Background: an optimization exercise with open tools, aiming at small area and a short achievable clock period. Do not read the settings as production practice.
At most, simulation tests tie the RTL to the original design; equivalence was not proved.
For runs 2 to 5, only the layout was checked, not whether the RTL still works.
Power is estimated from default activity; no workload was simulated.

==> design/flow/design.v <==
`timescale 1ns/1ps
module fp_mult (
    input  logic        clk,
    input  logic        load,
    input  logic        first,
    input  logic        store,
    input  logic [31:0] a,
    input  logic [31:0] b,
    output logic [31:0] result
);
    logic        sgn;        
    logic [7:0]  exp_s;      
    logic        zero;       
    logic [22:0] man_a;
    logic [23:0] man_b;      
    logic [8:0] exp_sum;
    assign exp_sum = {a[30:23], 1'b1} + {b[30:23], 1'b1};
    always @(posedge clk) begin
        if (load) begin
            sgn   <= a[31] ^ b[31];
            exp_s <= exp_sum[8:1] ^ 8'h80;
            zero  <= (a[30:0] == 31'd0) || (b[30:0] == 31'd0);
            man_a <= a[22:0];
            man_b <= {1'b1, b[22:0]};
        end
        else begin
            man_b <= man_b >> 5;
        end
    end
    logic [4:0] digit;
    assign digit = man_b[4:0];
    logic [25:0] acc_s, acc_c;
    logic        acc_e;
    logic [25:0] x;
    assign x = {1'b1, man_a, 2'b00};
    logic [25:0] ns, nc;
    logic        ne;
    fp_mult_step step (.x(x),
                       .d(digit),
                       .s(first ? 26'd0 : acc_s),
                       .c(first ? 26'd0 : acc_c),
                       .e(acc_e & ~first),
                       .ns(ns),
                       .nc(nc),
                       .ne(ne));
    always @(posedge clk) begin
        acc_s <= ns;
        acc_c <= nc;
        acc_e <= ne;
    end
    logic [7:0] e2;
    logic       s2, z2;
    always @(posedge clk) begin
        e2 <= exp_s;
        s2 <= sgn;
        z2 <= zero;
    end
    logic [26:0] p2;
    logic [25:0] p;
    assign p2 = {acc_s, 1'b1} + {acc_c, acc_e};
    assign p  = p2[26:1];
    logic [31:0] r0, r1;
    always @(*) begin
        if (z2)
            r0 = 32'd0;
        else if (e2 == 8'hFF)
            r0 = {s2, 8'hFF, 23'd0};
        else if (e2 == 8'h00)
            r0 = {s2, 8'h00, 23'd0};
        else
            r0 = {s2, e2, p[22:0]};
        if (z2)
            r1 = 32'd0;
        else if (e2 == 8'hFE)
            r1 = {s2, 8'hFF, 23'd0};
        else if (e2 == 8'hFF)
            r1 = {s2, 8'h00, 23'd0};
        else
            r1 = {s2, e2 + 8'd1, p[23:1]};
    end
    always @(posedge clk) begin
        if (store)
            result <= p[24] ? r1 : r0;
    end
endmodule
module fp_mult_step (
    input  logic [25:0] x,
    input  logic [4:0]  d,
    input  logic [25:0] s,
    input  logic [25:0] c,
    input  logic        e,
    output logic [25:0] ns,
    output logic [25:0] nc,
    output logic        ne
);
    logic [25:0] pp0;
    assign pp0 = x & {26{d[0]}};
    logic [25:0] pp1;
    assign pp1 = x & {26{d[1]}};
    logic [25:0] pp2;
    assign pp2 = x & {26{d[2]}};
    logic [25:0] pp3;
    assign pp3 = x & {26{d[3]}};
    logic [25:0] pp4;
    assign pp4 = x & {26{d[4]}};
    logic hs1;
    logic hc2;
    logic fs3;
    logic fc4;
    logic fs5;
    logic fc6;
    logic fs7;
    logic fc8;
    logic fs9;
    logic fc10;
    logic fs11;
    logic fc12;
    logic fs13;
    logic fc14;
    logic fs15;
    logic fc16;
    logic fs17;
    logic fc18;
    logic fs19;
    logic fc20;
    logic fs21;
    logic fc22;
    logic fs23;
    logic fc24;
    logic fs25;
    logic fc26;
    logic fs27;
    logic fc28;
    logic fs29;
    logic fc30;
    logic fs31;
    logic fc32;
    logic fs33;
    logic fc34;
    logic fs35;
    logic fc36;
    logic fs37;
    logic fc38;
    logic fs39;
    logic fc40;
    logic hs41;
    logic hc42;
    logic fs43;
    logic fc44;
    logic hs45;
    logic hc46;
    logic fs47;
    logic fc48;
    logic fs49;
    logic fc50;
    logic fs51;
    logic fc52;
    logic fs53;
    logic fc54;
    logic fs55;
    logic fc56;
    logic fs57;
    logic fc58;
    logic fs59;
    logic fc60;
    logic fs61;
    logic fc62;
    logic fs63;
    logic fc64;
    logic fs65;
    logic fc66;
    logic fs67;
    logic fc68;
    logic fs69;
    logic fc70;
    logic fs71;
    logic fc72;
    logic fs73;
    logic fc74;
    logic fs75;
    logic fc76;
    logic fs77;
    logic fc78;
    logic fs79;
    logic fc80;
    logic fs81;
    logic fc82;
    logic fs83;
    logic fc84;
    logic fs85;
    logic fc86;
    logic fs87;
    logic fc88;
    logic fs89;
    logic fc90;
    logic fs91;
    logic fc92;
    logic fs93;
    logic fc94;
    logic fs95;
    logic fc96;
    logic fs97;
    logic fc98;
    logic fs99;
    logic fc100;
    logic fs101;
    logic fc102;
    logic fs103;
    logic fc104;
    logic fs105;
    logic fc106;
    logic fs107;
    logic fc108;
    logic fs109;
    logic fc110;
    logic fs111;
    logic fc112;
    logic fs113;
    logic fc114;
    logic fs115;
    logic fc116;
    logic fs117;
    logic fc118;
    logic fs119;
    logic fc120;
    logic fs121;
    logic fc122;
    logic fs123;
    logic fc124;
    logic fs125;
    logic fc126;
    logic fs127;
    logic fc128;
    logic hs129;
    logic hc130;
    logic hs131;
    logic hc132;
    logic hs133;
    logic hc134;
    logic fs135;
    logic fc136;
    logic fs137;
    logic fc138;
    logic fs139;
    logic fc140;
    logic fs141;
    logic fc142;
    logic fs143;
    logic fc144;
    logic fs145;
    logic fc146;
    logic fs147;
    logic fc148;
    logic fs149;
    logic fc150;
    logic fs151;
    logic fc152;
    logic fs153;
    logic fc154;
    logic fs155;
    logic fc156;
    logic fs157;
    logic fc158;
    logic fs159;
    logic fc160;
    logic fs161;
    logic fc162;
    logic fs163;
    logic fc164;
    logic fs165;
    logic fc166;
    logic fs167;
    logic fc168;
    logic fs169;
    logic fc170;
    logic fs171;
    logic fc172;
    logic fs173;
    logic fc174;
    logic fs175;
    logic fc176;
    logic fs177;
    logic fc178;
    logic fs179;
    logic fc180;
    logic fs181;
    logic fc182;
    logic hs183;
    logic hc184;
    logic hs185;
    logic hc186;
    logic hs187;
    logic hc188;
    logic fs189;
    logic fc190;
    logic fs191;
    logic fc192;
    logic fs193;
    logic fc194;
    logic fs195;
    logic fc196;
    logic fs197;
    logic fc198;
    logic fs199;
    logic fc200;
    logic fs201;
    logic fc202;
    logic fs203;
    logic fc204;
    logic fs205;
    logic fc206;
    logic fs207;
    logic fc208;
    logic fs209;
    logic fc210;
    logic fs211;
    logic fc212;
    logic fs213;
    logic fc214;
    logic fs215;
    logic fc216;
    logic fs217;
    logic fc218;
    logic fs219;
    logic fc220;
    logic fs221;
    logic fc222;
    logic fs223;
    logic fc224;
    logic fs225;
    logic fc226;
    logic fs227;
    logic fc228;
    logic fs229;
    logic fc230;
    logic fs231;
    logic fc232;
    logic fs233;
    logic fc234;
    logic fs235;
    logic fc236;
    logic fs237;
    logic fc238;
    logic fs239;
    logic fc240;
    logic fs241;
    logic fc242;
    logic hs243;
    logic hc244;
    logic hs245;
    logic hc246;
    logic fs247;
    logic fc248;
    logic fs249;
    logic fc250;
    logic fs251;
    logic fc252;
    logic fs253;
    logic fc254;
    assign hs1 = s[6] ^ c[6];
    assign hc2 = s[6] & c[6];
    fp_fa u_fs3 (.a(s[7]), .b(c[7]), .c(pp0[7]), .s(fs3), .co(fc4));
    fp_fa u_fs5 (.a(s[8]), .b(c[8]), .c(pp0[8]), .s(fs5), .co(fc6));
    fp_fa u_fs7 (.a(s[9]), .b(c[9]), .c(pp0[9]), .s(fs7), .co(fc8));
    fp_fa u_fs9 (.a(s[10]), .b(c[10]), .c(pp0[10]), .s(fs9), .co(fc10));
    fp_fa u_fs11 (.a(s[11]), .b(c[11]), .c(pp0[11]), .s(fs11), .co(fc12));
    fp_fa u_fs13 (.a(s[12]), .b(c[12]), .c(pp0[12]), .s(fs13), .co(fc14));
    fp_fa u_fs15 (.a(s[13]), .b(c[13]), .c(pp0[13]), .s(fs15), .co(fc16));
    fp_fa u_fs17 (.a(s[14]), .b(c[14]), .c(pp0[14]), .s(fs17), .co(fc18));
    fp_fa u_fs19 (.a(s[15]), .b(c[15]), .c(pp0[15]), .s(fs19), .co(fc20));
    fp_fa u_fs21 (.a(s[16]), .b(c[16]), .c(pp0[16]), .s(fs21), .co(fc22));
    fp_fa u_fs23 (.a(s[17]), .b(c[17]), .c(pp0[17]), .s(fs23), .co(fc24));
    fp_fa u_fs25 (.a(s[18]), .b(c[18]), .c(pp0[18]), .s(fs25), .co(fc26));
    fp_fa u_fs27 (.a(s[19]), .b(c[19]), .c(pp0[19]), .s(fs27), .co(fc28));
    fp_fa u_fs29 (.a(s[20]), .b(c[20]), .c(pp0[20]), .s(fs29), .co(fc30));
    fp_fa u_fs31 (.a(s[21]), .b(c[21]), .c(pp0[21]), .s(fs31), .co(fc32));
    fp_fa u_fs33 (.a(s[22]), .b(c[22]), .c(pp0[22]), .s(fs33), .co(fc34));
    fp_fa u_fs35 (.a(s[23]), .b(c[23]), .c(pp0[23]), .s(fs35), .co(fc36));
    fp_fa u_fs37 (.a(s[24]), .b(c[24]), .c(pp0[24]), .s(fs37), .co(fc38));
    fp_fa u_fs39 (.a(s[25]), .b(c[25]), .c(pp0[25]), .s(fs39), .co(fc40));
    assign hs41 = s[4] ^ c[4];
    assign hc42 = s[4] & c[4];
    fp_fa u_fs43 (.a(s[5]), .b(c[5]), .c(pp0[5]), .s(fs43), .co(fc44));
    assign hs45 = pp1[4] ^ pp2[3];
    assign hc46 = pp1[4] & pp2[3];
    fp_fa u_fs47 (.a(hs1), .b(pp0[6]), .c(pp1[5]), .s(fs47), .co(fc48));
    fp_fa u_fs49 (.a(pp2[4]), .b(pp3[3]), .c(pp4[2]), .s(fs49), .co(fc50));
    fp_fa u_fs51 (.a(fs3), .b(pp1[6]), .c(pp2[5]), .s(fs51), .co(fc52));
    fp_fa u_fs53 (.a(pp3[4]), .b(pp4[3]), .c(hc2), .s(fs53), .co(fc54));
    fp_fa u_fs55 (.a(fs5), .b(pp1[7]), .c(pp2[6]), .s(fs55), .co(fc56));
    fp_fa u_fs57 (.a(pp3[5]), .b(pp4[4]), .c(fc4), .s(fs57), .co(fc58));
    fp_fa u_fs59 (.a(fs7), .b(pp1[8]), .c(pp2[7]), .s(fs59), .co(fc60));
    fp_fa u_fs61 (.a(pp3[6]), .b(pp4[5]), .c(fc6), .s(fs61), .co(fc62));
    fp_fa u_fs63 (.a(fs9), .b(pp1[9]), .c(pp2[8]), .s(fs63), .co(fc64));
    fp_fa u_fs65 (.a(pp3[7]), .b(pp4[6]), .c(fc8), .s(fs65), .co(fc66));
    fp_fa u_fs67 (.a(fs11), .b(pp1[10]), .c(pp2[9]), .s(fs67), .co(fc68));
    fp_fa u_fs69 (.a(pp3[8]), .b(pp4[7]), .c(fc10), .s(fs69), .co(fc70));
    fp_fa u_fs71 (.a(fs13), .b(pp1[11]), .c(pp2[10]), .s(fs71), .co(fc72));
    fp_fa u_fs73 (.a(pp3[9]), .b(pp4[8]), .c(fc12), .s(fs73), .co(fc74));
    fp_fa u_fs75 (.a(fs15), .b(pp1[12]), .c(pp2[11]), .s(fs75), .co(fc76));
    fp_fa u_fs77 (.a(pp3[10]), .b(pp4[9]), .c(fc14), .s(fs77), .co(fc78));
    fp_fa u_fs79 (.a(fs17), .b(pp1[13]), .c(pp2[12]), .s(fs79), .co(fc80));
    fp_fa u_fs81 (.a(pp3[11]), .b(pp4[10]), .c(fc16), .s(fs81), .co(fc82));
    fp_fa u_fs83 (.a(fs19), .b(pp1[14]), .c(pp2[13]), .s(fs83), .co(fc84));
    fp_fa u_fs85 (.a(pp3[12]), .b(pp4[11]), .c(fc18), .s(fs85), .co(fc86));
    fp_fa u_fs87 (.a(fs21), .b(pp1[15]), .c(pp2[14]), .s(fs87), .co(fc88));
    fp_fa u_fs89 (.a(pp3[13]), .b(pp4[12]), .c(fc20), .s(fs89), .co(fc90));
    fp_fa u_fs91 (.a(fs23), .b(pp1[16]), .c(pp2[15]), .s(fs91), .co(fc92));
    fp_fa u_fs93 (.a(pp3[14]), .b(pp4[13]), .c(fc22), .s(fs93), .co(fc94));
    fp_fa u_fs95 (.a(fs25), .b(pp1[17]), .c(pp2[16]), .s(fs95), .co(fc96));
    fp_fa u_fs97 (.a(pp3[15]), .b(pp4[14]), .c(fc24), .s(fs97), .co(fc98));
    fp_fa u_fs99 (.a(fs27), .b(pp1[18]), .c(pp2[17]), .s(fs99), .co(fc100));
    fp_fa u_fs101 (.a(pp3[16]), .b(pp4[15]), .c(fc26), .s(fs101), .co(fc102));
    fp_fa u_fs103 (.a(fs29), .b(pp1[19]), .c(pp2[18]), .s(fs103), .co(fc104));
    fp_fa u_fs105 (.a(pp3[17]), .b(pp4[16]), .c(fc28), .s(fs105), .co(fc106));
    fp_fa u_fs107 (.a(fs31), .b(pp1[20]), .c(pp2[19]), .s(fs107), .co(fc108));
    fp_fa u_fs109 (.a(pp3[18]), .b(pp4[17]), .c(fc30), .s(fs109), .co(fc110));
    fp_fa u_fs111 (.a(fs33), .b(pp1[21]), .c(pp2[20]), .s(fs111), .co(fc112));
    fp_fa u_fs113 (.a(pp3[19]), .b(pp4[18]), .c(fc32), .s(fs113), .co(fc114));
    fp_fa u_fs115 (.a(fs35), .b(pp1[22]), .c(pp2[21]), .s(fs115), .co(fc116));
    fp_fa u_fs117 (.a(pp3[20]), .b(pp4[19]), .c(fc34), .s(fs117), .co(fc118));
    fp_fa u_fs119 (.a(fs37), .b(pp1[23]), .c(pp2[22]), .s(fs119), .co(fc120));
    fp_fa u_fs121 (.a(pp3[21]), .b(pp4[20]), .c(fc36), .s(fs121), .co(fc122));
    fp_fa u_fs123 (.a(fs39), .b(pp1[24]), .c(pp2[23]), .s(fs123), .co(fc124));
    fp_fa u_fs125 (.a(pp3[22]), .b(pp4[21]), .c(fc38), .s(fs125), .co(fc126));
    fp_fa u_fs127 (.a(pp1[25]), .b(pp2[24]), .c(pp3[23]), .s(fs127), .co(fc128));
    assign hs129 = pp4[22] ^ fc40;
    assign hc130 = pp4[22] & fc40;
    assign hs131 = pp2[25] ^ pp3[24];
    assign hc132 = pp2[25] & pp3[24];
    assign hs133 = s[3] ^ c[3];
    assign hc134 = s[3] & c[3];
    fp_fa u_fs135 (.a(hs41), .b(pp0[4]), .c(pp1[3]), .s(fs135), .co(fc136));
    fp_fa u_fs137 (.a(fs43), .b(hs45), .c(pp3[2]), .s(fs137), .co(fc138));
    fp_fa u_fs139 (.a(fs47), .b(fs49), .c(fc44), .s(fs139), .co(fc140));
    fp_fa u_fs141 (.a(fs51), .b(fs53), .c(fc48), .s(fs141), .co(fc142));
    fp_fa u_fs143 (.a(fs55), .b(fs57), .c(fc52), .s(fs143), .co(fc144));
    fp_fa u_fs145 (.a(fs59), .b(fs61), .c(fc56), .s(fs145), .co(fc146));
    fp_fa u_fs147 (.a(fs63), .b(fs65), .c(fc60), .s(fs147), .co(fc148));
    fp_fa u_fs149 (.a(fs67), .b(fs69), .c(fc64), .s(fs149), .co(fc150));
    fp_fa u_fs151 (.a(fs71), .b(fs73), .c(fc68), .s(fs151), .co(fc152));
    fp_fa u_fs153 (.a(fs75), .b(fs77), .c(fc72), .s(fs153), .co(fc154));
    fp_fa u_fs155 (.a(fs79), .b(fs81), .c(fc76), .s(fs155), .co(fc156));
    fp_fa u_fs157 (.a(fs83), .b(fs85), .c(fc80), .s(fs157), .co(fc158));
    fp_fa u_fs159 (.a(fs87), .b(fs89), .c(fc84), .s(fs159), .co(fc160));
    fp_fa u_fs161 (.a(fs91), .b(fs93), .c(fc88), .s(fs161), .co(fc162));
    fp_fa u_fs163 (.a(fs95), .b(fs97), .c(fc92), .s(fs163), .co(fc164));
    fp_fa u_fs165 (.a(fs99), .b(fs101), .c(fc96), .s(fs165), .co(fc166));
    fp_fa u_fs167 (.a(fs103), .b(fs105), .c(fc100), .s(fs167), .co(fc168));
    fp_fa u_fs169 (.a(fs107), .b(fs109), .c(fc104), .s(fs169), .co(fc170));
    fp_fa u_fs171 (.a(fs111), .b(fs113), .c(fc108), .s(fs171), .co(fc172));
    fp_fa u_fs173 (.a(fs115), .b(fs117), .c(fc112), .s(fs173), .co(fc174));
    fp_fa u_fs175 (.a(fs119), .b(fs121), .c(fc116), .s(fs175), .co(fc176));
    fp_fa u_fs177 (.a(fs123), .b(fs125), .c(fc120), .s(fs177), .co(fc178));
    fp_fa u_fs179 (.a(fs127), .b(hs129), .c(fc124), .s(fs179), .co(fc180));
    fp_fa u_fs181 (.a(hs131), .b(pp4[23]), .c(fc128), .s(fs181), .co(fc182));
    assign hs183 = pp3[25] ^ pp4[24];
    assign hc184 = pp3[25] & pp4[24];
    assign hs185 = s[0] ^ c[0];
    assign hc186 = s[0] & c[0];
    assign hs187 = s[1] ^ c[1];
    assign hc188 = s[1] & c[1];
    fp_fa u_fs189 (.a(s[2]), .b(c[2]), .c(pp0[2]), .s(fs189), .co(fc190));
    fp_fa u_fs191 (.a(hs133), .b(pp0[3]), .c(pp1[2]), .s(fs191), .co(fc192));
    fp_fa u_fs193 (.a(fs135), .b(pp2[2]), .c(hc134), .s(fs193), .co(fc194));
    fp_fa u_fs195 (.a(fs137), .b(hc42), .c(fc136), .s(fs195), .co(fc196));
    fp_fa u_fs197 (.a(fs139), .b(hc46), .c(fc138), .s(fs197), .co(fc198));
    fp_fa u_fs199 (.a(fs141), .b(fc50), .c(fc140), .s(fs199), .co(fc200));
    fp_fa u_fs201 (.a(fs143), .b(fc54), .c(fc142), .s(fs201), .co(fc202));
    fp_fa u_fs203 (.a(fs145), .b(fc58), .c(fc144), .s(fs203), .co(fc204));
    fp_fa u_fs205 (.a(fs147), .b(fc62), .c(fc146), .s(fs205), .co(fc206));
    fp_fa u_fs207 (.a(fs149), .b(fc66), .c(fc148), .s(fs207), .co(fc208));
    fp_fa u_fs209 (.a(fs151), .b(fc70), .c(fc150), .s(fs209), .co(fc210));
    fp_fa u_fs211 (.a(fs153), .b(fc74), .c(fc152), .s(fs211), .co(fc212));
    fp_fa u_fs213 (.a(fs155), .b(fc78), .c(fc154), .s(fs213), .co(fc214));
    fp_fa u_fs215 (.a(fs157), .b(fc82), .c(fc156), .s(fs215), .co(fc216));
    fp_fa u_fs217 (.a(fs159), .b(fc86), .c(fc158), .s(fs217), .co(fc218));
    fp_fa u_fs219 (.a(fs161), .b(fc90), .c(fc160), .s(fs219), .co(fc220));
    fp_fa u_fs221 (.a(fs163), .b(fc94), .c(fc162), .s(fs221), .co(fc222));
    fp_fa u_fs223 (.a(fs165), .b(fc98), .c(fc164), .s(fs223), .co(fc224));
    fp_fa u_fs225 (.a(fs167), .b(fc102), .c(fc166), .s(fs225), .co(fc226));
    fp_fa u_fs227 (.a(fs169), .b(fc106), .c(fc168), .s(fs227), .co(fc228));
    fp_fa u_fs229 (.a(fs171), .b(fc110), .c(fc170), .s(fs229), .co(fc230));
    fp_fa u_fs231 (.a(fs173), .b(fc114), .c(fc172), .s(fs231), .co(fc232));
    fp_fa u_fs233 (.a(fs175), .b(fc118), .c(fc174), .s(fs233), .co(fc234));
    fp_fa u_fs235 (.a(fs177), .b(fc122), .c(fc176), .s(fs235), .co(fc236));
    fp_fa u_fs237 (.a(fs179), .b(fc126), .c(fc178), .s(fs237), .co(fc238));
    fp_fa u_fs239 (.a(fs181), .b(hc130), .c(fc180), .s(fs239), .co(fc240));
    fp_fa u_fs241 (.a(hs183), .b(hc132), .c(fc182), .s(fs241), .co(fc242));
    assign hs243 = pp4[25] ^ hc184;
    assign hc244 = pp4[25] & hc184;
    assign hs245 = hs185 ^ e;
    assign hc246 = hs185 & e;
    fp_fa u_fs247 (.a(hs187), .b(hc186), .c(hc246), .s(fs247), .co(fc248));
    fp_fa u_fs249 (.a(fs189), .b(hc188), .c(fc248), .s(fs249), .co(fc250));
    fp_fa u_fs251 (.a(fs191), .b(fc190), .c(fc250), .s(fs251), .co(fc252));
    fp_fa u_fs253 (.a(fs193), .b(fc192), .c(fc252), .s(fs253), .co(fc254));
    assign ns[0] = fs195;
    assign nc[0] = fc194;
    assign ns[1] = fs197;
    assign nc[1] = fc196;
    assign ns[2] = fs199;
    assign nc[2] = fc198;
    assign ns[3] = fs201;
    assign nc[3] = fc200;
    assign ns[4] = fs203;
    assign nc[4] = fc202;
    assign ns[5] = fs205;
    assign nc[5] = fc204;
    assign ns[6] = fs207;
    assign nc[6] = fc206;
    assign ns[7] = fs209;
    assign nc[7] = fc208;
    assign ns[8] = fs211;
    assign nc[8] = fc210;
    assign ns[9] = fs213;
    assign nc[9] = fc212;
    assign ns[10] = fs215;
    assign nc[10] = fc214;
    assign ns[11] = fs217;
    assign nc[11] = fc216;
    assign ns[12] = fs219;
    assign nc[12] = fc218;
    assign ns[13] = fs221;
    assign nc[13] = fc220;
    assign ns[14] = fs223;
    assign nc[14] = fc222;
    assign ns[15] = fs225;
    assign nc[15] = fc224;
    assign ns[16] = fs227;
    assign nc[16] = fc226;
    assign ns[17] = fs229;
    assign nc[17] = fc228;
    assign ns[18] = fs231;
    assign nc[18] = fc230;
    assign ns[19] = fs233;
    assign nc[19] = fc232;
    assign ns[20] = fs235;
    assign nc[20] = fc234;
    assign ns[21] = fs237;
    assign nc[21] = fc236;
    assign ns[22] = fs239;
    assign nc[22] = fc238;
    assign ns[23] = fs241;
    assign nc[23] = fc240;
    assign ns[24] = hs243;
    assign nc[24] = fc242;
    assign ns[25] = hc244;
    assign nc[25] = 1'b0;
    assign ne = fc254;
endmodule
module fp_fa (
    input  logic a,
    input  logic b,
    input  logic c,
    output logic s,
    output logic co
);
    assign {co, s} = {1'b0, a} + {1'b0, b} + {1'b0, c};
endmodule
`timescale 1ns/1ps
module fp_add (
    input  logic        clk,
    input  logic        rst,
    input  logic        add,
    input  logic        update,
    input  logic        run,
    input  logic [31:0] b,
    output logic [31:0] sum
);
    logic [31:0] a;
    assign a = sum;
    logic za, zb;
    always @(posedge clk)
        za <= (a[30:0] == 31'd0);
    assign zb = (b[30:23] == 8'd0);
    logic [23:0] man_a, man_b;
    assign man_a = {~za, a[22:0]};
    assign man_b = {~zb, b[22:0]};
    logic [8:0] diff;
    logic [7:0] mag;
    assign diff = {1'b0, a[30:23]} - {1'b0, b[30:23]};
    assign mag  = diff[8] ? -diff[7:0] : diff[7:0];
    logic       swap;
    logic [4:0] shamt;
    always @(posedge clk) begin
        swap  <= diff[8];
        shamt <= (mag[7:5] != 3'd0) ? 5'd31 : mag[4:0];
    end
    logic        swap_r;
    logic [23:0] minor;
    always @(posedge clk) begin
        swap_r <= swap;
        minor  <= (swap ? man_a : man_b) >> shamt;
    end
    logic        larger;     
    logic        s_sgn;
    logic [7:0]  s_exp;
    logic [24:0] s_man;
    always @(posedge clk) begin
        if (add) begin
            s_sgn <= (za && zb) ? 1'b0 : (larger ? a[31] : b[31]);
            s_exp <= swap_r ? b[30:23] : a[30:23];
            s_man <= {1'b0, swap_r ? man_b : man_a} + {1'b0, minor};
        end
    end
    always @(posedge clk or negedge rst) begin
        if (!rst)
            larger <= 1'b0;
        else if (add && run)
            larger <= !diff[8] && (diff[7:0] != 8'd0 || a[22:0] > b[22:0]);
    end
    logic norm;
    assign norm = s_man[24] && !s_man[23] && (s_exp != 8'd0);
    always @(posedge clk or negedge rst) begin
        if (!rst)
            sum <= 32'd0;
        else if (update)
            sum <= {s_sgn, s_exp + {7'd0, norm}, norm ? s_man[23:1] : s_man[22:0]};
    end
endmodule
`timescale 1ns/1ps
module PE (
    input clk,
    input rst,
    input logic [31:0] PE_in_a,
    input logic [31:0] PE_in_b,
    output logic [31:0] PE_out_r
);
    logic [4:0] pm;      
    logic [5:0] pa;      
    logic       run;     
    always @(posedge clk or negedge rst) begin
        if (!rst) begin
            pm  <= 5'b00001;
            pa  <= 6'b000001;
            run <= 1'b0;
        end
        else begin
            pm <= {pm[3:0], pm[4]};
            pa <= {pa[4:0], pa[5]};
            if (pa[5])
                run <= 1'b1;
        end
    end
    logic [31:0] prod;
    fp_mult uut_1 (.clk(clk),
                   .load(pm[0]),
                   .first(pm[1]),
                   .store(pm[1] & ~pa[2]),
                   .a(PE_in_a),
                   .b(PE_in_b),
                   .result(prod));
    fp_add uut_2 (.clk(clk),
                  .rst(rst),
                  .add((pa[4] & ~pm[2]) | (pa[3] & pm[1])),
                  .update(pa[5] & run),
                  .run(run),
                  .b(prod),
                  .sum(PE_out_r));
endmodule
==> design/flow/flow/run.sh <==
#!/bin/bash
set -euo pipefail
bash standard.sh finish SETUP_SLACK_MARGIN=8.4 "BUFFER_PORTS_ARGS=-buffer_cell sky130_fd_sc_hd__buf_2" SYNTH_KEEP_MODULES=fp_fa > flow.log 2>&1
==> design/flow/standard.sh <==
#!/bin/bash
# synth_recipe.tcl (not shown) runs the flow's synth.tcl, then flattens the netlist and writes it again
# the make line also repeats each setting of config.mk as NAME=value (left out here)
make -C /OpenROAD-flow-scripts/flow DESIGN_CONFIG=/design/flow/config.mk WORK_HOME=/design/flow/orfs CLKGATE_MAP_FILE= SYNTH_SCRIPT=/design/flow/synth_recipe.tcl "${@:-finish}"
==> design/flow/config.mk <==
export PLATFORM = sky130hd
export DESIGN_NAME = PE
export DESIGN_NICKNAME = PE
export VERILOG_FILES = /design/flow/design.v
export SDC_FILE = /design/flow/constraint.sdc
export NUM_CORES = 4
export LEC_CHECK = 0
export CAP_MARGIN = 20
export CORE_MARGIN = 2
export CORE_UTILIZATION = 40
export SLEW_MARGIN = 20
==> design/flow/constraint.sdc <==
create_clock -name core_clock -period 12.0 [get_ports {clk}]
set_input_delay 2.4000 -clock core_clock [delete_from_list [all_inputs] [get_ports {clk}]]
set_output_delay 2.4000 -clock core_clock [all_outputs]
set_load 0.01 [all_outputs]
==> reports/metrics.cfg, run 1 <==
[logic_synthesis]
yosysSeqAreaShare_pct = 37.3
synthesis.area_um2 = 17300
synth_area_leaders = edfxtp_1, fa_1, dfxtp_1
ys.flop_type = dfxtp_1
ys_seq_elements = 262
synth_cell_type_count = 83
synth.largest_area_cell = edfxtp_1
netlist_instances = 1620
avgSynthCellArea_um2 = 10.7
syn_nets = 1908
yosysWarnings = 3
synth_edf_count = 99
yosysTopAreaCellShare_pct = 17.1
postSynth.asyncResetShare_pct = 17.2

[worst_setup_path]
rrSetupSlack_ps = 8520
startpoint_type = flip-flop
max_stage_delay_ps = 470
worstPathCellList = buf_2
endpoint_kind = output pin
crit_slowest_cell = dfrtp_2
crit_start = uut_2.sum[9]$_DFFE_PN0P_
path_max_fanout = 7
critical_path_class = reg -> out
rr_worst_depth = 11
r2r-end = uut_2.s_man[22]$_DFFE_PN_
path_buf_inv = 1
critPathTopFamily = flip-flops
crit_required_ps = 9600
r2r-start = uut_2.swap_r$_DFF_P_
endpoint = PE_out_r[9]
crit_cells = 1
cp.arrival_ps = 1170

[flow_run]
cap_violations = 0

[timing]
final.setup.tns_ps = 0
skew_ps = 24.4
max_freq_mhz = 280
setup_viol = 0
whs_ps = 341
finalHoldViolations = 0
slew_violations = 0
slew_headroom_pct = 28.9
worst_slew_pin_slew_ps = 1070
rsz0062_at_grt = false
fin_ws_ps = 8430
period_needed_ps = 3570
finalCritPeriodShare_pct = 29.7

[routing]
drtIter0Drc = 703
vias = 12300
ant_nets = 0
wl_per_cell_um = 17.9
drc = 0
dr.pass1.iters = 5
vias_per_cell = 5.31
wl_mm = 41.5

[clock_network]
clk_latency_ps = 530
cts_buffers = 34
clk_pin_slew_ps = 60
cts_root_buf = clkbuf_16
cts_tree = built
tritoncts_num_sinks = 262
ctsHoldBuffers = 0
htree_levels = 2
cts.path.max_buffers = 3

[floorplanning]
die_area_um2 = 45100
core-area_um2 = 43000
initial_core_util_pct = 40.4
die_h_um = 212
fp.dieW_um = 212
row_count = 76
ios = 98

[placement]
dpl_worst_slack_ps = 7940
finalWeightedCongestion = 0.897
place_area_um2 = 18400
dp_hpwl_mm = 31.7
io_buffers = 97
place_inst = 2239

[run_status]
status = timing/DRC/antenna clean

[finish]
drive_gt1_share_pct = 18.3
nFillCells = 4041
final_cells = 2321
fin_nets = 1999
n_antenna_cell = 0
fin_area_um2 = 19800
synthToLayoutAreaGrowth_pct = 14.4

[power_and_ir_drop]
peakVddDrop_mv = 0.0955
powerDensity_nw_per_um2 = 102
p_leak_uw = 0.00902

[global_routing]
grt_pass1_vias = 12700
gr-total-overflow = 0
grt_usage_pct = 19.1
grt_first_pass_wirelength_mm = 67.9
antenna_found_initial = 0
grt_max_degree = 63

[hold_path]
hp-start = uut_1.exp_s[1]$_DFFE_PP_
hold_path_class = reg -> reg

[Yosys stat by module (local to each module, per instance)]
module / flops+latches / area, um2 / cells inside
PE: 262 / 15000 / 1504
fp_fa: 0 / 20.0 / 1
[through the flow]
step	total power, uW	utilization (%)
finish	2020	46.2
global route	2090	46.2
CTS	2050	45.7
detailed placement	985	42.8
global placement	984	42.8
floorplan	962	-
[state kept, by name, summed over array words and instances, names as in the netlist, 5 cells and up]
register      flops
uut_1.man_a      23
uut_2.shamt       5
uut_1.exp_s       8
pa                6
uut_2.minor      24
uut_1.result     32
uut_2.s_exp       8
pm                5
uut_1.acc_s      26
uut_1.e2          8
uut_1.man_b      24
uut_1.acc_c      25
uut_2.s_man      25
uut_2.sum        32
[how the worst min path moves through the flow]
stage | end | slack, ps | cells past startpoint
detailed placement | uut_1.e2[4]$_DFF_P_ | 330 | 0
finish | uut_1.e2[1]$_DFF_P_ | 340 | 0
global placement | uut_1.e2[0]$_DFF_P_ | 330 | 0
CTS | uut_1.e2[1]$_DFF_P_ | 340 | 0
floorplan | uut_1.e2[0]$_DFF_P_ | 320 | 0
global route | uut_1.s2$_DFF_P_ | 350 | 0
[logic make-up after synthesis]
kind of cell	count (synthesis)	share of synthesized area, %
simple gates	512	15.6
fa+ha+maj	222	21.2
other cells	1	0.0216
compound gates	321	12.1
buf+inv	133	3.01
xor+xnor	61	3.08
mux	108	7.80
flops	262	37.3
[final cells by class]
| class | instances | area (um2) | share of cell area, % |
|---|---|---|---|
| Inverter | 64 | 258 | 1.30 |
| Tap cell | 585 | 732 | 3.69 |
| Timing Repair Buffer | 124 | 749 | 3.78 |
| Clock buffer | 44 | 931 | 4.69 |
| Sequential cell | 262 | 6500 | 32.8 |
| Clock inverter | 17 | 219 | 1.10 |
| Multi-Input combinational cell | 1225 | 10500 | 52.7 |
[routing by layer]
layer / track usage (%) / wire (um) / share of wire [%]
met3: 2.79 / 1680 / 4.1
met1: 25.8 / 19300 / 47
met5: 0 / 0 / 0
met2: 31.6 / 19400 / 47
met4: 6.25 / 1150 / 2.8
[cell usage in the layout, fill, tap and decap left out, drive strengths merged, types with 10 or more instances in the layout]
cell type	netlist	final
nand2	91	91
a21oi	102	102
fa	120	120
nor3	19	19
o21ai	59	59
nor2b	58	58
nor4	23	23
o22ai	18	18
a31oi	13	13
clkbuf	51	45
inv	64	66
xor2	15	15
mux2	57	57
buf	18	123
nor2	101	101
nand3	32	32
xnor2	46	46
and2	123	123
and3	17	17
o21bai	10	10
dfxtp	118	118
a21o	41	41
mux4	16	16
clkinv	0	10
nand4	20	20
dfrtp	43	43
ha	102	102
edfxtp	99	99
mux2i	35	35
[repair_timing]
item                       CTS  global route
hold endpoints to repair     0             0
gates resized for setup     29            15
cloned                       0             1
buffers inserted             8            11
setup endpoints to repair   29            24
pin swaps                    0             9
[power by group]
part           total (uW)  internal [uW]  leakage (uW)  switching, uW
combinational        44.7           20.3       0.00614           24.3
clock                1050            657      0.000567            392
sequential            923            923       0.00231          0.498
[synth_stat cells, types with 43 or more instances]
master	count
xnor2_1	46
o21ai_0	52
and2_1	122
a21oi_1	102
mux2_2	57
inv_1	63
nor2_1	101
dfxtp_1	118
nor2b_1	58
ha_1	102
fa_1	120
clkbuf_1	50
edfxtp_1	99
nand2_1	91
dfrtp_1	43
==> run 2: changes to the inputs <==
--- a/design/flow/design.v
+++ b/design/flow/design.v
@@ -15,4 +15,2 @@
     logic [23:0] man_b;      
-    logic [8:0] exp_sum;
-    assign exp_sum = {a[30:23], 1'b1} + {b[30:23], 1'b1};
     always @(posedge clk) begin
@@ -20,3 +18,3 @@
             sgn   <= a[31] ^ b[31];
-            exp_s <= exp_sum[8:1] ^ 8'h80;
+            exp_s <= a[30:23] + b[30:23] + 8'd129;
             zero  <= (a[30:0] == 31'd0) || (b[30:0] == 31'd0);
==> design/flow/flow/run.sh (replaced) <==
#!/bin/bash
set -euo pipefail
bash standard.sh finish SETUP_SLACK_MARGIN=8.2 "BUFFER_PORTS_ARGS=-buffer_cell sky130_fd_sc_hd__buf_2" SYNTH_KEEP_MODULES=fp_fa > flow.log 2>&1
==> run 2 against run 1 <==
  * Worst setup slack worse by 190 ps
  * Clock skew down 9.8 ps
  * First-iteration DRC count up 12%
  * Final cell count down 0.56%
  * Die area up 0.45%
  * Combinational power up 6.5%
  * Sequential cell count unchanged
  * Utilization down 0.77 points
  * Largest cell class unchanged
==> reports/metrics.cfg, run 2 <==
[routing]
drc = 0  ; unchanged
wl_per_cell_um = 18.1  ; +1.3%
dr.pass1.iters = 7  ; +2
vias_per_cell = 5.35  ; +0.69%
drtIter0Drc = 787  ; +12%
vias = 12300  ; +0.13%
wl_mm = 41.8  ; +0.70%
ant_nets = 0  ; unchanged

[logic_synthesis]
synth_edf_count = 99  ; unchanged
yosysTopAreaCellShare_pct = 17.1  ; -0.079 points
ys_seq_elements = 262  ; unchanged
avgSynthCellArea_um2 = 10.7  ; about the same
yosysWarnings = 3  ; unchanged
synth.largest_area_cell = edfxtp_1
synth-compound-area-share_pct = 11.2  ; -0.86 points
synth_fa_ha_area_share_pct = 21.5  ; +0.33 points
synth_cell_type_count = 79  ; -4.8%
synth_top_cells_by_count = and2_1, fa_1, dfxtp_1, ha_1, nor2_1
synth_area_leaders = edfxtp_1, fa_1, dfxtp_1
yosysSeqAreaShare_pct = 37.1  ; -0.17 points
netlist_instances = 1629  ; +0.56%
yosys.area_share.simple_pct = 15.9  ; +0.33 points
ys.flop_type = dfxtp_1
synth.most_common_cell = and2_1
syn_nets = 1923  ; +0.79%
postSynth.asyncResetShare_pct = 17.2  ; unchanged
synthesis.area_um2 = 17400  ; +0.46%
synth_top_family_by_area = adder cells
muxShareOfSynthArea_pct = 8.08  ; +0.28 points
synth-xor-area-share_pct = 3.17  ; +0.086 points

[timing]
finalCritPeriodShare_pct = 31.3  ; +1.6 points
slew_headroom_pct = 33.0  ; +4.0 points
period_needed_ps = 3760  ; +193 ps
worst_slew_pin_slew_ps = 1000  ; -62.0 ps
setup_viol = 0  ; unchanged
slew_violations = 0  ; unchanged
finalHoldViolations = 0  ; unchanged
final.setup.tns_ps = 0  ; unchanged
fin_ws_ps = 8240  ; -193 ps
max_freq_mhz = 266  ; -5.1%
skew_ps = 14.7  ; -9.76 ps
rsz0062_at_grt = false

[floorplanning]
die_area_um2 = 45300  ; +0.45%
die_h_um = 213  ; +0.23%
fp.dieW_um = 213  ; +0.23%
row_count = 76  ; unchanged
initial_core_util_pct = 40.5  ; +0.097 points
ios = 98  ; unchanged
core-area_um2 = 43100  ; +0.22%

[worst_setup_path]
crit_start = uut_2.sum[9]$_DFFE_PN0P_
r2r-start = uut_2.swap_r$_DFF_P_
path_buf_inv = 1  ; unchanged
startpoint_type = flip-flop
worstPathCellList = buf_2
endpoint_kind = output pin
cp.arrival_ps = 1360  ; +190 ps
crit_required_ps = 9600  ; about the same
critical_path_class = reg -> out
path_max_fanout = 7  ; unchanged
max_stage_delay_ps = 580  ; +110 ps
critPathTopFamily = flip-flops
crit_slowest_cell = dfrtp_1

[clock_network]
clk_pin_slew_ps = 60  ; about the same
tritoncts_num_sinks = 262  ; unchanged
cts_buffers = 30  ; -12%
cts_root_buf = clkbuf_16
htree_levels = 1  ; -1
cts.path.max_buffers = 3  ; unchanged
cts_tree = built
clk_latency_ps = 570  ; +40 ps

[placement]
io_buffers = 97  ; unchanged
dp_hpwl_mm = 32.2  ; +1.5%
dpl_worst_slack_ps = 7760  ; -171 ps
finalWeightedCongestion = 0.921  ; +2.7%

[finish]
nFillCells = 4081  ; +0.99%
fin_nets = 1993  ; -0.30%
multiInputGateArea_um2 = 10500  ; +0.67%
layout_commonest_cell = and2_1
synthToLayoutAreaGrowth_pct = 12.2
post-route-util_pct = 45.4  ; -0.77 points
drive_gt1_share_pct = 15.8  ; -2.5 points
n_antenna_cell = 0  ; unchanged
regArea_um2 = 6470  ; -0.52%
final_cell_mix = and2_1, fa_1, dfxtp_1, nor2_1
reg_top3 = uut_1.result x32, uut_2.sum x32, uut_1.acc_s x26

[hold_path]
hold_path_class = reg -> reg
hp-start = uut_1.sgn$_DFFE_PP_

[power_and_ir_drop]
peakVddDrop_mv = 0.109  ; +14%
powerDensity_nw_per_um2 = 97.5  ; -4.1%
p_leak_uw = 0.00893  ; -1.0%

[global_routing]
antenna_found_initial = 0  ; unchanged
grt_first_pass_wirelength_mm = 68.7  ; +1.1%
grt_pass1_vias = 12600  ; -0.26%
grt_usage_pct = 19.2  ; +0.064 points
gr-total-overflow = 0  ; unchanged
grt_max_degree = 63  ; unchanged

[run_status]
status = timing/DRC/antenna clean

[flow_run]
cap_violations = 0  ; unchanged

[run 2: changes by cell type after synthesis, moves of 8 or more]
cell and change:
nand2_1 +14, a21o_1 -13, o21ai_0 -10, o22ai_1 -8, xor2_1 +8
[run 2: worst paths after layout]
path                                                  end  slack [ps]  depth (start not counted)
worst max-delay path                          PE_out_r[9]        8240                          1
worst min-delay path                     uut_1.s2$_DFF_P_         350                          0
worst max register to register  uut_2.s_man[20]$_DFFE_PN_        8410                         11
worst min register to register           uut_1.s2$_DFF_P_         350                          0
max in group asynchronous        uut_2.sum[7]$_DFFE_PN0P_        9720                          1
min in group asynchronous       uut_2.sum[24]$_DFFE_PN0P_        1840                          1
[run 2: worst register-to-register path: stages, from the launching register on]
cell and delay (ps):
dfxtp_4 450, buf_6 260, mux2_2 410, fa_1 470, a21o_1 190, a21oi_2 200, o21ai_1 200, a31o_1 300
a41o_1 300, a211o_1 300, a21oi_1 180, xnor2_1 90
[run 2: metrics by stage]
step	cells	total power (uW)	instance area (um2)	hold slack (ps)
after floorplan	1629	966	17500	323
after global placement	2251	989	18500	333
after detailed placement	2251	990	18500	336
after CTS	2307	1930	19500	356
after global routing	2308	1970	19600	357
final	2308	1910	19600	349
[run 2: where the power goes]
group	internal, uW	leakage, uW	switching (uW)
Sequential	923	0.00236	0.485
Combinational	22.6	0.00606	25.0
Clock	554	0.000502	382
[run 2: cell families (layout without fill, tap and decap cells)]
kind of cell | count (synthesis) | in the layout
buf+inv | 133 | 227
other cells | 1 | 1
flops | 262 | 262
fa+ha+maj | 228 | 228
compound gates | 299 | 299
xor+xnor | 63 | 63
mux | 110 | 110
simple gates | 533 | 533
[run 2: area by class of cell]
cell class,instances,share of cell area [%]
clock buffers,41,4.48
clock inverters,15,0.710
inverters,66,1.27
multi-input cells,1234,53.8
flip-flops and latches,262,33.1
well taps,585,3.74
repair buffers,105,2.92
[run 2: routing by layer]
layer | share of wire [%] | global-route usage [%] | routed length [um]
met5 | 0 | 0 | 0
met1 | 46 | 26.1 | 19000
met4 | 2.1 | 4.87 | 891
met2 | 48 | 32.4 | 19900
met3 | 4.6 | 2.52 | 1920
[run 2: what timing repair did]
| action | in CTS | in global routing |
|---|---|---|
| endpoints found under the setup margin | 6 | 5 |
| resized for setup | 1 | 4 |
| endpoints found under the hold margin | 0 | 0 |
| gates cloned | 0 | 0 |
| hold buffers | 0 | 0 |
| buffers inserted | 0 | 0 |
[run 2: modules after synthesis, one instance, submodules excluded]
| module | cells inside | area [um2] | copies in the design |
|---|---|---|---|
| PE | 1513 | 15100 | 1 |
| fp_fa | 1 | 20.0 | 116 |
==> run 3: changes to the inputs <==
--- a/design/flow/design.v
+++ b/design/flow/design.v
@@ -15,7 +15,9 @@
     logic [23:0] man_b;      
+    logic [8:0] exp_sum;
+    assign exp_sum = {a[30:23], 1'b1} + {b[30:23], 1'b1};
     always @(posedge clk) begin
+        sgn   <= a[31] ^ b[31];
+        exp_s <= exp_sum[8:1] ^ 8'h80;
+        zero  <= (a[30:0] == 31'd0) || (b[30:0] == 31'd0);
         if (load) begin
-            sgn   <= a[31] ^ b[31];
-            exp_s <= a[30:23] + b[30:23] + 8'd129;
-            zero  <= (a[30:0] == 31'd0) || (b[30:0] == 31'd0);
             man_a <= a[22:0];
@@ -51,5 +53,7 @@
     always @(posedge clk) begin
-        e2 <= exp_s;
-        s2 <= sgn;
-        z2 <= zero;
+        if (first) begin
+            e2 <= exp_s;
+            s2 <= sgn;
+            z2 <= zero;
+        end
     end
==> design/flow/flow/run.sh (replaced) <==
#!/bin/bash
set -euo pipefail
bash standard.sh finish SETUP_SLACK_MARGIN=8.4 "BUFFER_PORTS_ARGS=-buffer_cell sky130_fd_sc_hd__buf_2" SYNTH_KEEP_MODULES=fp_fa > flow.log 2>&1
==> run 3 against run 2 <==
  * Die area is 0.45% lower
  * Non-clock buffer count is 36 higher
  * Power is 3.4% higher
  * Sequential cell count stayed put
  * Worst hold slack worse by 0.66 ps
  * Clock skew is 2.6 ps lower
  * Count of clock-buffer cells in the layout is 3 lower
  * Final cell count is 1.1% higher
  * Worst setup slack better by 160 ps
  * Synthesized cell count is 0.55% lower
  * Critical endpoint is now PE_out_r[15]
==> reports/metrics.cfg, run 3 <==
[floorplanning]
die_h_um = 212  ; -0.23%
core-area_um2 = 43000  ; -0.22%
row_count = 76  ; unchanged
initial_core_util_pct = 40.4  ; -0.097 points
ios = 98  ; unchanged
die_area_um2 = 45100  ; -0.45%
fp.dieW_um = 212  ; -0.23%

[global_routing]
gr-total-overflow = 0  ; unchanged
grt_max_degree = 66  ; +4.8%
grt_usage_pct = 19.7  ; +0.54 points
grt_pass1_vias = 12800  ; +1.4%
grt_first_pass_wirelength_mm = 69.6  ; +1.3%
antenna_found_initial = 0  ; unchanged

[timing]
fin_ws_ps = 8400  ; +158 ps
setup_viol = 0  ; unchanged
slew_headroom_pct = 34.0  ; +0.98 points
finalCritPeriodShare_pct = 30.0  ; -1.3 points
final.setup.tns_ps = 0  ; unchanged
worst_slew_pin_slew_ps = 989  ; -14.7 ps
whs_ps = 349  ; -0.663 ps
slew_violations = 0  ; unchanged
skew_ps = 12.1  ; -2.56 ps
period_needed_ps = 3600  ; -158 ps
max_freq_mhz = 278  ; +4.4%
rsz0062_at_grt = true
finalHoldViolations = 0  ; unchanged

[worst_setup_path]
worstPathCellList = buf_6 > buf_6
crit_required_ps = 9600  ; about the same
endpoint_kind = output pin
path_max_fanout = 2  ; -5
crit_top_cell = buf_6
cp.arrival_ps = 1200  ; -160 ps
crit_slowest_cell = dfrtp_1
max_stage_delay_ps = 370  ; -210 ps
critical_path_class = reg -> out
critPathTopFamily = flip-flops
path_buf_inv = 2  ; +1
startpoint_type = flip-flop

[finish]
n_antenna_cell = 0  ; unchanged
reg_top3 = uut_1.result x32, uut_2.sum x32, uut_1.acc_s x26
fin_area_um2 = 19900  ; +1.7%
final_cell_mix = and2_1, fa_1, dfxtp_1, ha_1
fin_nets = 2012  ; +0.95%
drive_gt1_share_pct = 18.6  ; +2.8 points
layout_commonest_cell = and2_1
synthToLayoutAreaGrowth_pct = 14.7

[flow_run]
cap_violations = 0  ; unchanged

[logic_synthesis]
netlist_instances = 1620  ; -0.55%
synth_edf_count = 99  ; unchanged
yosysSeqAreaShare_pct = 37.3  ; +0.17 points
avgSynthCellArea_um2 = 10.7  ; about the same
synth.largest_area_cell = edfxtp_1
syn_nets = 1908  ; -0.78%
yosysWarnings = 3  ; unchanged
postSynth.asyncResetShare_pct = 17.2  ; unchanged
yosysTopAreaCellShare_pct = 17.1  ; +0.079 points
synth_cell_type_count = 83  ; +5.1%
synth_top_cells_by_count = and2_1, fa_1, dfxtp_1, a21oi_1, ha_1
synth.most_common_cell = and2_1
ys_seq_elements = 262  ; unchanged
ys.flop_type = dfxtp_1
synth_area_leaders = edfxtp_1, fa_1, dfxtp_1
synthesis.area_um2 = 17300  ; -0.46%

[power_and_ir_drop]
finalPower_uw = 1970  ; +3.4%
p_leak_uw = 0.00901  ; +0.88%
peakVddDrop_mv = 0.103  ; -5.8%
powerDensity_nw_per_um2 = 99.1  ; +1.6%

[clock_network]
cts_root_buf = clkbuf_16
clk_latency_ps = 580  ; about the same
cts_tree = built
clk_pin_slew_ps = 60  ; about the same
htree_levels = 1  ; unchanged
tritoncts_num_sinks = 262  ; unchanged
cts.path.max_buffers = 3  ; unchanged
cts_buffers = 30  ; unchanged

[routing]
wl_per_cell_um = 18.5  ; +1.9%
drtIter0Drc = 903  ; +15%
ant_nets = 0  ; unchanged
wl_mm = 43.0  ; +3.0%
vias_per_cell = 5.33  ; -0.37%
drc = 0  ; unchanged
vias = 12400  ; +0.70%
dr.pass1.iters = 4  ; -3

[placement]
dp_hpwl_mm = 32.2  ; about the same
place_area_um2 = 18400  ; -0.42%
finalWeightedCongestion = 0.869  ; -5.6%
io_buffers = 97  ; unchanged
dpl_worst_slack_ps = 8070  ; +302 ps

[hold_path]
hold_path_class = reg -> reg

[run_status]
status = timing/DRC/antenna clean

==> run 3: cell types whose count changed after synthesis, sizes merged, moves of 5 or more <==
| cell | previous run | this run |
|---|---|---|
| nand2 | 106 | 91 |
| a21o | 29 | 41 |
| o21ai | 48 | 59 |
| o22ai | 10 | 18 |
| xor2 | 23 | 15 |
| a22oi | 8 | 1 |
| nor2 | 108 | 101 |
| ha | 108 | 102 |
| xnor2 | 40 | 46 |
| nand2b | 11 | 6 |
| o31ai | 3 | 8 |
==> run 3: power breakdown <==
group | total, uW | internal, uW | leakage [uW] | switching [uW]
sequential | 931 | 927 | 0.00225 | 3.75
combinational | 42.8 | 19.4 | 0.00624 | 23.4
clock | 997 | 616 | 0.000522 | 381
total | 1970 | 1560 | 0.00901 | 408
==> run 3: per-stage QoR <==
step	utilization [%]	std cells
floorplan	-	1620
global placement	42.9	2242
detailed placement	42.9	2242
CTS	46.1	2328
global route	46.3	2333
finish	46.3	2333
==> run 3: modules after synthesis, one instance, submodules excluded <==
module  cells inside  cell area, um2  flip-flops and latches
PE              1504           15000                     262
fp_fa              1            20.0                       0
==> run 3: kinds of logic (layout without fill, tap and decap cells) <==
group                    after synthesis  in the layout  synth area share [%]
buffers and inverters                133            261                  3.01
flip-flops                           262            262                  37.3
adder cells (fa/ha/maj)              222            222                  21.2
XOR/XNOR                              61             61                  3.08
multiplexers                         108            108                  7.80
AO/OA/AOI/OAI                        321            321                  12.1
AND/OR/NAND/NOR                      512            512                  15.6
other                                  1              1                0.0216
==> run 3: worst paths after layout <==
kind,slack [ps],endpoint,from,cells after the start
max,8400,PE_out_r[15],uut_2.sum[15]$_DFFE_PN0P_,2
min in group asynchronous,1930,uut_2.sum[26]$_DFFE_PN0P_,rst,2
max in group asynchronous,9600,uut_2.sum[14]$_DFFE_PN0P_,rst,2
min reg2reg,350,pm[0]$_DFF_PN1_,pm[4]$_DFF_PN0_,0
min,350,pm[0]$_DFF_PN1_,pm[4]$_DFF_PN0_,0
max reg2reg,8480,uut_2.s_man[22]$_DFFE_PN_,uut_2.swap_r$_DFF_P_,11
==> run 3: area by class of cell <==
| cell class | count | area, um2 |
|---|---|---|
| Clock inverter | 18 | 248 |
| Inverter | 64 | 258 |
| Multi-Input combinational cell | 1225 | 10400 |
| Tap cell | 585 | 732 |
| Sequential cell | 262 | 6500 |
| Clock buffer | 38 | 832 |
| Fill cell | 4093 | 23100 |
| Timing Repair Buffer | 141 | 883 |
==> run 3: timing repair <==
item | CTS | global route
pin swaps | 1 | 3
hold buffers | 0 | 0
endpoints found under the hold margin | 0 | 0
cloned | 1 | 0
setup endpoints to repair | 34 | 11
resized for setup | 31 | 4
setup buffers | 29 | 3
==> run 3: layer usage <==
layer  up-vias  track usage (%)  wire length [um]  part of all wire [%]
li1       5980                -                 -                     -
met1      6122             26.5             19400                    45
met2       262             33.2             20400                    47
met3        68             2.94              2000                   4.7
met4         0             5.35              1250                   2.9
met5         -                0                 0                     0
==> run 4: changes to the inputs <==
--- a/design/flow/config.mk
+++ b/design/flow/config.mk
@@ -9,3 +9,3 @@
 export CORE_MARGIN = 2
-export CORE_UTILIZATION = 40
+export CORE_UTILIZATION = 65
 export SLEW_MARGIN = 20
==> run 4 against run 3 <==
  * Still clean on timing, DRC and antenna
  * Area after synthesis unchanged
  * Wire length down 5.2%
  * Sequential cell count unchanged
  * Fmax up 0.81%
  * Worst hold slack better by 11 ps
  * Sequential power about the same
  * Clock power down 12%
  * Worst setup slack better by 29 ps
  * Largest power group is now registers
  * Utilization up 27 points
  * Global-route usage up 10 points
==> reports/metrics.cfg, run 4 <==
[run_status]
status = timing/DRC/antenna clean

[logic_synthesis]
synth.most_common_cell = and2_1
synth_edf_count = 99  ; unchanged
ys.flop_type = dfxtp_1
netlist_instances = 1620  ; unchanged
synth.largest_area_cell = edfxtp_1
yosysTopAreaCellShare_pct = 17.1  ; unchanged
syn_nets = 1908  ; unchanged
synth_area_leaders = edfxtp_1, fa_1, dfxtp_1
yosysSeqAreaShare_pct = 37.3  ; unchanged
yosysWarnings = 3  ; unchanged
synthesis.area_um2 = 17300  ; unchanged
ys_seq_elements = 262  ; unchanged
postSynth.asyncResetShare_pct = 17.2  ; unchanged
synth_top_cells_by_count = and2_1, fa_1, dfxtp_1, a21oi_1, ha_1
avgSynthCellArea_um2 = 10.7  ; unchanged
synth_cell_type_count = 83  ; unchanged

[finish]
reg_top3 = uut_1.result x32, uut_2.sum x32, uut_1.acc_s x26
layout_commonest_cell = and2_1
drive_gt1_share_pct = 17.9  ; -0.69 points
synthToLayoutAreaGrowth_pct = 10.9
fin_nets = 1992  ; -0.99%
final_cell_mix = and2_1, fa_1, dfxtp_1, ha_1
nFillCells = 1900  ; -54%
n_antenna_cell = 0  ; unchanged

[timing]
finalCritPeriodShare_pct = 29.8  ; -0.24 points
final.setup.tns_ps = 0  ; unchanged
rsz0062_at_grt = true
setup_viol = 0  ; unchanged
slew_violations = 0  ; unchanged
slew_headroom_pct = 24.4  ; -9.5 points
whs_ps = 360  ; +11.4 ps
fin_ws_ps = 8430  ; +28.8 ps
skew_ps = 19.5  ; +7.37 ps
period_needed_ps = 3570  ; -28.8 ps
worst_slew_pin_slew_ps = 1130  ; +142 ps
max_freq_mhz = 280  ; +0.81%
finalHoldViolations = 0  ; unchanged

[power_and_ir_drop]
powerDensity_nw_per_um2 = 95.9  ; -3.2%
peakVddDrop_mv = 0.107  ; +4.4%
p_leak_uw = 0.00880  ; -2.3%

[floorplanning]
row_count = 59  ; -22%
fp.dieW_um = 167  ; -21%
core-area_um2 = 26100  ; -39%
die_area_um2 = 28000  ; -38%
die_h_um = 167  ; -21%
initial_core_util_pct = 66.4  ; +26 points
ios = 98  ; unchanged

[global_routing]
gr-total-overflow = 0  ; unchanged
grt_max_degree = 66  ; unchanged
grt_usage_pct = 29.9  ; +10 points
grt_first_pass_wirelength_mm = 66.8  ; -4.0%
antenna_found_initial = 0  ; unchanged
grt_pass1_vias = 12800  ; -0.27%

[worst_setup_path]
path_buf_inv = 1  ; -1
cp.arrival_ps = 1170  ; -30 ps
critical_path_class = reg -> out
startpoint_type = flip-flop
endpoint = PE_out_r[7]
worstPathCellList = buf_2
endpoint_kind = output pin
r2r-end = uut_2.s_man[18]$_DFFE_PN_
crit_required_ps = 9600  ; about the same
rrSetupSlack_ps = 8550  ; +70 ps
crit_slowest_cell = dfrtp_2
crit_cells = 1  ; -1
critPathTopFamily = flip-flops
r2r-start = uut_1.result[0]$_DFFE_PP_
max_stage_delay_ps = 460  ; +90 ps
rr_worst_depth = 12  ; +1
crit_start = uut_2.sum[7]$_DFFE_PN0P_
path_max_fanout = 7  ; +5

[routing]
vias_per_cell = 6.09  ; +14%
wl_per_cell_um = 19.8  ; +7.4%
ant_nets = 0  ; unchanged
vias = 12500  ; +0.93%
wl_mm = 40.8  ; -5.2%
drtIter0Drc = 895  ; -0.89%
dr.pass1.iters = 25  ; +21
drc = 0  ; unchanged

[placement]
io_buffers = 97  ; unchanged
dpl_worst_slack_ps = 7960  ; -104 ps
dp_hpwl_mm = 29.9  ; -7.2%
finalWeightedCongestion = 0.945  ; +8.8%

[flow_run]
cap_violations = 0  ; unchanged

[clock_network]
cts_tree = built
clk_pin_slew_ps = 60  ; about the same
cts.path.max_buffers = 3  ; unchanged
cts_buffers = 29  ; -3.3%
clk_latency_ps = 550  ; -30 ps
tritoncts_num_sinks = 262  ; unchanged
cts_root_buf = clkbuf_16
htree_levels = 1  ; unchanged

[hold_path]
hold_path_class = reg -> reg

-- run 4: cell count changes in the layout (fill, tap and decap cells not counted), sizes merged --
cell / delta
buf: -18
bufinv: -4
clkinv: +2
bufbuf: -1
clkinvlp: -1
-- run 4: where the power goes --
group	switching, uW	internal (uW)
clock network	365	509
registers	1.87	927
logic	23.4	19.3
-- run 4: worst min path at each step --
stage	startpoint	to	slack [ps]	cells past startpoint
3_5_place_dp	pm[3]$_DFF_PN0_	pm[4]$_DFF_PN0_	350	0
6_report	pm[3]$_DFF_PN0_	pm[4]$_DFF_PN0_	360	0
4_1_cts	pm[3]$_DFF_PN0_	pm[4]$_DFF_PN0_	360	0
5_1_grt	pm[3]$_DFF_PN0_	pm[4]$_DFF_PN0_	360	0
2_1_floorplan	pa[1]$_DFF_PN0_	pa[2]$_DFF_PN0_	330	0
3_3_place_gp	pm[3]$_DFF_PN0_	pm[4]$_DFF_PN0_	330	0
-- run 4: kinds of logic after synthesis --
logic type	after synthesis	synth area share [%]
compound gates	321	12.1
xor+xnor	61	3.08
fa+ha+maj	222	21.2
buf+inv	133	3.01
flops	262	37.3
mux	108	7.80
other cells	1	0.0216
simple gates	512	15.6
-- run 4: area by class of cell --
type | instances | area, um2 | share of cell area [%]
multi-input cells | 1225 | 10400 | 54.2
flip-flops and latches | 262 | 6500 | 33.8
clock buffers | 38 | 800 | 4.15
repair buffers | 122 | 696 | 3.61
well taps | 335 | 419 | 2.18
inverters | 64 | 258 | 1.34
clock inverters | 15 | 130 | 0.676
-- run 4: metal layers --
metal | vias to the layer above | global-route usage (%) | part of all wire (%)
met5 | - | 0 | 0
met4 | 0 | 9.79 | 3.5
met3 | 91 | 4.11 | 5.5
met2 | 381 | 50.7 | 48
met1 | 6124 | 40.1 | 43
li1 | 5952 | - | -
-- run 4: per-stage QoR --
stage	cell area [um2]	power (uW)	util (%)	cells
2_1_floorplan	17400	967	-	1620
3_3_place_gp	18100	989	69.3	1991
3_5_place_dp	18100	991	69.3	1991
4_1_cts	19200	1860	73.3	2057
5_1_grt	19200	1890	73.6	2061
6_report	19200	1850	73.6	2061
-- run 4: what timing repair did --
item / CTS / global route
setup endpoints to repair: 30 / 14
gates resized for setup: 27 / 11
buffers inserted: 13 / 4
hold endpoints to repair: 0 / 0
pin swaps: 0 / 1
hold buffers: 0 / 0
-- run 4: modules after synthesis, one instance, submodules excluded --
module | flip-flops and latches | cell area [um2] | times used
PE | 262 | 15000 | 1
fp_fa | 0 | 20.0 | 116
==> run 5: changes to the inputs <==
--- a/design/flow/config.mk
+++ b/design/flow/config.mk
@@ -9,3 +9,3 @@
 export CORE_MARGIN = 2
-export CORE_UTILIZATION = 65
+export CORE_UTILIZATION = 55
 export SLEW_MARGIN = 20
==> run 5 against run 4 <==
  * Sequential share of layout area shrank 0.55 points
  * Global-route usage fell by 3.9 points
  * Worst setup slack improved by 9.8 ps
  * Critical endpoint is now PE_out_r[2]
  * Die area is 18% higher
  * First-iteration DRC count decreased by 18%
  * Non-clock buffer count grew 5
  * Sequential cell count unchanged
  * Worst hold slack got worse by 6.8 ps
  * Area after synthesis stayed put
==> reports/metrics.cfg, run 5 <==
[run_status]
status = timing/DRC/antenna clean

[logic_synthesis]
avgSynthCellArea_um2 = 10.7  ; unchanged
synth.largest_area_cell = edfxtp_1
synth_top_cells_by_count = and2_1, fa_1, dfxtp_1, a21oi_1, ha_1
netlist_instances = 1620  ; unchanged
ys_seq_elements = 262  ; unchanged
syn_nets = 1908  ; unchanged
synthesis.area_um2 = 17300  ; unchanged
synth_area_leaders = edfxtp_1, fa_1, dfxtp_1
synth_cell_type_count = 83  ; unchanged
synth_edf_count = 99  ; unchanged
synth.most_common_cell = and2_1
yosysSeqAreaShare_pct = 37.3  ; unchanged
ys.flop_type = dfxtp_1
postSynth.asyncResetShare_pct = 17.2  ; unchanged
yosysTopAreaCellShare_pct = 17.1  ; unchanged
yosysWarnings = 3  ; unchanged

[timing]
finalHoldViolations = 0  ; unchanged
whs_ps = 353  ; -6.80 ps
period_needed_ps = 3560  ; -9.81 ps
finalCritPeriodShare_pct = 29.7  ; -0.082 points
skew_ps = 13.1  ; -6.35 ps
max_freq_mhz = 281  ; +0.28%
worst_slew_pin_slew_ps = 1090  ; -37.8 ps
slew_headroom_pct = 27.0  ; +2.6 points
rsz0062_at_grt = false
slew_violations = 0  ; unchanged
final.setup.tns_ps = 0  ; unchanged
setup_viol = 0  ; unchanged

[global_routing]
antenna_found_initial = 0  ; unchanged
grt_usage_pct = 26.0  ; -3.9 points
grt_pass1_vias = 12600  ; -1.7%
grt_max_degree = 66  ; unchanged
grt_first_pass_wirelength_mm = 68.2  ; +2.1%
gr-total-overflow = 0  ; unchanged

[clock_network]
cts_root_buf = clkbuf_16
ctsHoldBuffers = 0  ; unchanged
tritoncts_num_sinks = 262  ; unchanged
cts_tree = built
clk_pin_slew_ps = 60  ; about the same
cts_buffers = 30  ; +3.4%
htree_levels = 1  ; unchanged
clk_latency_ps = 560  ; about the same
cts.path.max_buffers = 3  ; unchanged

[finish]
fin_area_um2 = 19600  ; +1.7%
n_antenna_cell = 0  ; unchanged
synthToLayoutAreaGrowth_pct = 12.8
fin_nets = 1998  ; +0.30%
reg_top3 = uut_1.result x32, uut_2.sum x32, uut_1.acc_s x26
final_cell_mix = and2_1, fa_1, dfxtp_1, ha_1
multiInputGateArea_um2 = 10400  ; about the same
drive_gt1_share_pct = 18.4  ; +0.49 points
regArea_um2 = 6500  ; unchanged
layout_commonest_cell = and2_1
nFillCells = 2596  ; +37%
final_cells = 2136  ; +3.6%

[worst_setup_path]
critPathTopFamily = flip-flops
r2r-end = uut_2.s_man[22]$_DFFE_PN_
startpoint_type = flip-flop
rrSetupSlack_ps = 8580  ; +30 ps
r2r-start = uut_1.result[0]$_DFFE_PP_
crit_slowest_cell = dfrtp_2
crit_cells = 1  ; unchanged
max_stage_delay_ps = 460  ; about the same
rr_worst_depth = 12  ; unchanged
endpoint_kind = output pin
cp.arrival_ps = 1160  ; about the same
path_buf_inv = 1  ; unchanged
worstPathCellList = buf_2
crit_required_ps = 9600  ; about the same
critical_path_class = reg -> out
path_max_fanout = 6  ; -1

[floorplanning]
die_area_um2 = 33000  ; +18%
fp.dieW_um = 182  ; +8.5%
initial_core_util_pct = 55.4  ; -11 points
die_h_um = 182  ; +8.5%
row_count = 65  ; +10%
ios = 98  ; unchanged
core-area_um2 = 31300  ; +20%

[routing]
dr.pass1.iters = 5  ; -80%
vias = 12300  ; -2.3%
vias_per_cell = 5.74  ; -5.8%
drtIter0Drc = 734  ; -18%
wl_mm = 41.1  ; +0.78%
wl_per_cell_um = 19.3  ; -2.8%
drc = 0  ; unchanged
ant_nets = 0  ; unchanged

[placement]
io_buffers = 97  ; unchanged
dp_hpwl_mm = 30.9  ; +3.2%
place_area_um2 = 18200  ; +0.49%
place_inst = 2057  ; +3.3%
finalWeightedCongestion = 0.880  ; -6.9%

[power_and_ir_drop]
powerDensity_nw_per_um2 = 100  ; +4.3%
p_leak_uw = 0.00893  ; +1.5%
peakVddDrop_mv = 0.108  ; +0.11%
finalPower_uw = 1960  ; +6.0%

[hold_path]
whs_path_depth = 0  ; unchanged
hp-start = pm[3]$_DFF_PN0_
holdPathEnd = pm[4]$_DFF_PN0_
hold_path_class = reg -> reg

[flow_run]
cap_violations = 0  ; unchanged

## run 5: cell counts after synthesis
Identical to the previous run, type by type.
## run 5: routing by layer
metal / vias up / part of all wire [%] / GRT usage (%)
met5: - / 0 / 0
met1: 5960 / 46 / 35.8
met2: 273 / 48 / 44.4
met4: 0 / 2.6 / 6.57
li1: 5957 / - / -
met3: 65 / 3.8 / 2.75
## run 5: logic make-up after synthesis
kind of cell | after synthesis | synth area share (%)
multiplexers | 108 | 7.80
adder cells (fa/ha/maj) | 222 | 21.2
XOR/XNOR | 61 | 3.08
AO/OA/AOI/OAI | 321 | 12.1
other | 1 | 0.0216
flip-flops | 262 | 37.3
AND/OR/NAND/NOR | 512 | 15.6
buffers and inverters | 133 | 3.01
## run 5: what timing repair did
action	4_1_cts	5_1_grt
gates resized for setup	28	10
endpoints found under the hold margin	0	0
setup endpoints to repair	29	18
pin swaps	0	1
setup buffers	15	6
## run 5: worst max path at each step
stage / from / end / slack [ps]
6_report: uut_2.sum[2]$_DFFE_PN0P_ / PE_out_r[2] / 8440
3_5_place_dp: PE_in_a[23] / uut_1.zero$_DFF_P_ / 8000
4_1_cts: uut_2.sum[20]$_DFFE_PN0P_ / PE_out_r[20] / 8360
3_3_place_gp: PE_in_a[23] / uut_1.zero$_DFF_P_ / 8050
2_1_floorplan: PE_in_a[24] / uut_1.exp_s[7]$_DFF_P_ / 8320
5_1_grt: uut_2.sum[22]$_DFFE_PN0P_ / PE_out_r[22] / 8410
## run 5: Yosys stat by module, one instance, submodules excluded
module  cells  copies in the design  flops+latches
PE       1504                     1            262
fp_fa       1                   116              0
## run 5: layout make-up
cell class / count / share of cell area [%]
clock buffer: 41 / 4.64
clock inverter: 15 / 0.927
inverter: 64 / 1.32
multi-input combinational: 1225 / 53.4
sequential: 262 / 33.2
tap: 402 / 2.57
timing repair buffer: 127 / 3.91
## run 5: stage by stage
stage          setup slack (ps)  util (%)
2_1_floorplan              8320         -
3_3_place_gp               8050      58.0
4_1_cts                    8360      62.1
6_report                   8440      62.5
3_5_place_dp               8000      58.1
5_1_grt                    8410      62.5
## run 5: power breakdown
| group | internal, uW | leakage [uW] | switching (uW) |
|---|---|---|---|
| registers | 928 | 0.00224 | 1.66 |
| logic | 19.6 | 0.00615 | 23.3 |
| clock network | 613 | 0.000541 | 372 |

[re-timing with driven ports]
No port has a modelled driver above. Below, the same layouts with a new extraction and two added sets of constraints.
Step 1: set_driving_cell puts a clkbuf_16 on clk and a buf_2 on each other input, an assumption about the parent block.
Step 2 moves the port delays by t, midway between the first and last clock arrival at a register: inputs arrive t later, outputs are due t later. That takes back most of the time a late clock gives input paths.
a / b / c = no drivers / after step 1 / after step 2; a / b = the first two.
run | t (ns) | slack for setup (ns) | clock arrival spread, ns | pins driven straight from the clock port
run 1 | 0.574 | 8.432 / 8.380 / 7.938 | 0.025 / 0.025 | 1
run 2 | 0.616 | 8.239 / 8.187 / 7.764 | 0.015 / 0.014 | 1
run 3 | 0.626 | 8.397 / 8.344 / 8.041 | 0.014 / 0.014 | 1
run 4 | 0.593 | 8.425 / 8.377 / 8.039 | 0.021 / 0.021 | 1
run 5 | 0.606 | 8.435 / 8.382 / 8.046 | 0.013 / 0.014 | 1
After both steps setup and hold are still met in every run listed. For run 1, which loses most, drivers alone change the setup slack by -0.052 ns; drivers and shift together by -0.494 ns.
